Background: an optimization exercise with open tools, aiming at small area and few clock cycles. Do not read the settings as production practice.
RTL that was checked went through simulation tests only; none was proved equivalent to the original.

## indigo
==> module F, before the edit <==
module F(
    input empty,
    input [15:0] iu,
    input [15:0] iv,
    input [15:0] offset,
    input [PRECISION-1:0] indatar,
    input [PRECISION-1:0] indatai,
    output read,
    output valid,
    output [15:0] gind,
    output [15:0] cind,
    output [PRECISION-1:0] outdatar,
    output [PRECISION-1:0] outdatai,
    input clk,
    input rst
    );
	parameter PRECISION = 32;
	parameter GSIZE = 32;
	parameter SUPPORT = 7;
	parameter SSIZE = 2*SUPPORT+1;
	reg [3:0] k;	 
	wire last = (k == SSIZE - 1);
	always @(posedge clk)
		if (rst)
			k <= 0;
		else if (!empty)
			k <= last ? 4'd0 : k + 4'd1;
	function [16:0] radd(input [15:0] a, input [15:0] b, input ci);
		integer i;
		reg c;
		begin
			c = ci;
			for (i = 0; i < 16; i = i + 1) begin
				radd[i] = a[i] ^ b[i] ^ c;
				c = (a[i] & b[i]) | (c & (a[i] ^ b[i]));
			end
			radd[16] = c;
		end
	endfunction
	function [31:0] csa(input [15:0] a, input [15:0] b, input [15:0] c);
		csa = {(a & b) | (a & c) | (b & c), a ^ b ^ c};
	endfunction
	function [16:0] padd(input [15:0] a, input [15:0] b, input ci);
		reg [15:0] g, p, gg, pp;
		integer i, j, l;
		begin
			g = a & b;
			p = a ^ b;
			gg = g;
			pp = p;
			gg[0] = g[0] | (p[0] & ci);
			for (l = 0; l < 4; l = l + 1)
				for (i = 0; i < 16; i = i + 1)
					if ((i >> l) & 1) begin
						j = ((i >> (l + 1)) << (l + 1)) + (1 << l) - 1;
						gg[i] = gg[i] | (pp[i] & gg[j]);
						pp[i] = pp[i] & pp[j];
					end
			padd = {gg[15], p ^ {gg[14:0], ci}};
		end
	endfunction
	wire [3:0] n0 = offset[3:0], n1 = offset[7:4], n2 = offset[11:8], n3 = offset[15:12];
	wire [16:0] a = padd(n2, n3, 1'b0);			 
	wire [16:0] p = padd(n0, n1, 1'b0);			 
	wire [16:0] s = padd(p[4:0], a[4:0], 1'b0);		 
	reg [2:0] c;
	always @(*)
		case (s[5:0])
			0, 1, 2, 3, 4, 5, 6, 7, 8, 9, 10, 11, 12, 13, 14: c = 3'd0;
			15, 16, 17, 18, 19, 20, 21, 22, 23, 24, 25, 26, 27, 28, 29: c = 3'd1;
			30, 31, 32, 33, 34, 35, 36, 37, 38, 39, 40, 41, 42, 43, 44: c = 3'd2;
			45, 46, 47, 48, 49, 50, 51, 52, 53, 54, 55, 56, 57, 58, 59: c = 3'd3;
			default: c = 3'd4;
		endcase
	wire [31:0] dc = csa(n1, a[4:0], k);
	wire [16:0] d = padd(dc[4:0], {dc[20:16], 1'b0}, 1'b0);	 
	wire [16:0] u = radd(n3, a[4], 1'b0);			 
	wire [16:0] w = padd(d[5:0], c, 1'b0);			 
	wire [16:0] bh = padd({u[4:0], a[3:0]}, w[5:4], 1'b0);
	assign cind = {3'd0, bh[8:0], w[3:0]};
	assign valid = !empty;
	assign read = !empty && last;
	wire [16:0] gl = radd(iu[4:0], 5'd25, 1'b0);
	wire [31:0] g1 = csa(iv[10:0], iu[15:5], 11'h7ff);
	wire [31:0] g2 = csa(g1[10:0], {g1[25:16], 1'b0}, k);
	wire [16:0] gh = radd(g2[10:0], {g2[25:16], 1'b0}, gl[5]);
	assign gind = {gh[10:0], gl[4:0]};
	assign outdatar = indatar;
	assign outdatai = indatai;
endmodule
export LEC_CHECK = 0
export CAP_MARGIN = 20
export CORE_MARGIN = 2
export CORE_UTILIZATION = 55
export CTS_BUF_LIST = sky130_fd_sc_hd__clkbuf_2
export CTS_CLUSTER_DIAMETER = 200
export CTS_CLUSTER_SIZE = 20
export SLEW_MARGIN = 20
create_clock -name core_clock -period 8.0 [get_ports {clk}]
standard.sh (not shown) runs the stock make flow with config.mk's settings and CLKGATE_MAP_FILE= SYNTH_SCRIPT=/design/flow/synth_recipe.tcl, a recipe that flattens the netlist after the stock synthesis.
==> flow/flow/run.sh <==
#!/bin/bash
# Standard layout with two changes to synthesis: adders stay plain gates
# (no full/half-adder cells) and ABC maps with flow/abc.script.
# Each tool's output goes to a log file in the work folder.
set -e
W=$(pwd)
{ head -n 1 synth_recipe.tcl; cat flow/abc_proc.tcl; tail -n +2 synth_recipe.tcl; } > own_synth.tcl
export MY_ABC_SCRIPT=$W/flow/abc.script MY_ABC_D=4500
bash standard.sh ADDER_MAP_FILE= SYNTH_SCRIPT=$W/own_synth.tcl BUFFER_PORTS_ARGS="-buffer_cell sky130_fd_sc_hd__buf_1" finish > standard.log 2>&1
==> flow/flow/abc.script <==
strash; dc2; dc2; dch -f; amap; topo; stime -c
==> flow/flow/abc_proc.tcl <==
# Own ABC script for technology mapping: synth.tcl calls abc with its
# -script and -D; this replaces the script with $MY_ABC_SCRIPT, in which
# {D} stands for the delay target $MY_ABC_D (ps).
proc abc {args} {
  set f [open $::env(MY_ABC_SCRIPT) r]
  set s [string map [list "{D}" $::env(MY_ABC_D)] [read $f]]
  close $f
  set script $::env(OBJECTS_DIR)/own_abc.script
  set f [open $script w]
  puts $f $s
  close $f
  set out {}
  for {set i 0} {$i < [llength $args]} {incr i} {
    set a [lindex $args $i]
    if {$a eq "-script"} { incr i; lappend out -script $script; continue }
    if {$a eq "-D"} { incr i; continue }
    lappend out $a
  }
  yosys abc {*}$out
}
[inputs] cedar vs indigo
==> flow/design.v, changed modules only <==
module F(
    input empty,
    input [15:0] iu,
    input [15:0] iv,
    input [15:0] offset,
    input [PRECISION-1:0] indatar,
    input [PRECISION-1:0] indatai,
    output read,
    output valid,
    output [15:0] gind,
    output [15:0] cind,
    output [PRECISION-1:0] outdatar,
    output [PRECISION-1:0] outdatai,
    input clk,
    input rst
    );
	parameter PRECISION = 32;
	parameter GSIZE = 32;
	parameter SUPPORT = 7;
	parameter SSIZE = 2*SUPPORT+1;
	reg [3:0] k;	 
	wire last = (k == SSIZE - 1);
	always @(posedge clk)
		if (rst)
			k <= 0;
		else if (!empty)
			k <= last ? 4'd0 : k + 4'd1;
	function [16:0] radd(input [15:0] a, input [15:0] b, input ci);
		integer i;
		reg c;
		begin
			c = ci;
			for (i = 0; i < 16; i = i + 1) begin
				radd[i] = a[i] ^ b[i] ^ c;
				c = (a[i] & b[i]) | (c & (a[i] ^ b[i]));
			end
			radd[16] = c;
		end
	endfunction
	function [31:0] csa(input [15:0] a, input [15:0] b, input [15:0] c);
		csa = {(a & b) | (a & c) | (b & c), a ^ b ^ c};
	endfunction
	function [16:0] padd(input [15:0] a, input [15:0] b, input ci);
		reg [15:0] g, p, gg, pp;
		integer i, j, l;
		begin
			g = a & b;
			p = a ^ b;
			gg = g;
			pp = p;
			gg[0] = g[0] | (p[0] & ci);
			for (l = 0; l < 4; l = l + 1)
				for (i = 0; i < 16; i = i + 1)
					if ((i >> l) & 1) begin
						j = ((i >> (l + 1)) << (l + 1)) + (1 << l) - 1;
						gg[i] = gg[i] | (pp[i] & gg[j]);
						pp[i] = pp[i] & pp[j];
					end
			padd = {gg[15], p ^ {gg[14:0], ci}};
		end
	endfunction
	wire [3:0] n0 = offset[3:0], n1 = offset[7:4], n2 = offset[11:8], n3 = offset[15:12];
	wire [16:0] a = padd(n2, n3, 1'b0);			 
	wire [16:0] p = padd(n0, n1, 1'b0);			 
	wire [16:0] s = padd(p[4:0], a[4:0], 1'b0);		 
	wire [1:0] sh = s[5:4];
	wire [3:0] sl = s[3:0];
	wire e = (sl == 15) || (sl >= 14 && sh != 0) || (sl >= 13 && sh[1]) || (sl >= 12 && sh == 3);
	wire [31:0] dc = csa(n1, a[4:0], k);
	wire [16:0] d = padd(dc[4:0], {dc[20:16], 1'b0}, 1'b0);	 
	wire [16:0] u = radd(n3, a[4], 1'b0);			 
	wire [16:0] bh = padd({u[4:0], a[3:0]}, d[5:4], 1'b0);
	wire [16:0] q = padd({bh[8:0], d[3:0]}, sh, e);
	assign cind = {3'd0, q[12:0]};
	assign valid = !empty;
	assign read = !empty && last;
	wire [16:0] gl = radd(iu[4:0], 5'd25, 1'b0);
	wire [31:0] g1 = csa(iv[10:0], iu[15:5], 11'h7ff);
	wire [31:0] g2 = csa(g1[10:0], {g1[25:16], 1'b0}, k);
	wire [16:0] gh = radd(g2[10:0], {g2[25:16], 1'b0}, gl[5]);
	assign gind = {gh[10:0], gl[4:0]};
	assign outdatar = indatar;
	assign outdatai = indatai;
endmodule
Results
cedar went all the way through synthesis, placement and routing and the layout is clean on timing, DRC and antenna. For indigo, the master of the slowest instance on the critical path was sky130_fd_sc_hd__a22oi_2, unlike cedar, where it was sky130_fd_sc_hd__o21ai_0. cedar ends up with a final wirelength that is 4.5% lower than in indigo. Taking indigo as the reference point, the data arrival time of the worst path of cedar falls by 340 ps. Compared with indigo, in cedar die outline height higher, via count of the routed design lower, routing usage on met3 higher. Relative to indigo, share of cell area taken by flip-flops and latches increased by 0.55 points in cedar. Final non-filler cell area, indigo and cedar, higher one = indigo. Placed standard-cell area shrinks by a little under 10% when moving from indigo to cedar. Re number of port buffers: no difference whatsoever between cedar and indigo.
Testbench counts of cedar, summed over its fixed seeds: cycles 21,630.
The RTL of indigo was laid out without a check of its function.

re-timing with driven ports:
Ports are ideal in the flow. The routed layouts listed here were re-timed in OpenROAD. Step 1 assumes that a clkbuf_16 drives the clock port and a buf_2 every other input. Step 2, shift: input delay + t, output delay - t, t = (earliest + latest rising clock arrival at the registers) / 2. This alone moves slack from input paths to output paths. Slacks: no drivers / after step 1 / after step 2; pairs: no drivers / after step 1.
| run | t, ns | setup slack, ns | worst setup path after step 2 | worst slew at a driven data input, ns |
|---|---|---|---|---|
| indigo | 0.233 | 0.347 / 0.323 / 0.323 | input to output | 0.11 |
| cedar | 0.217 | 0.689 / 0.665 / 0.665 | input to output | 0.11 |
After both steps every run listed still meets setup and hold.
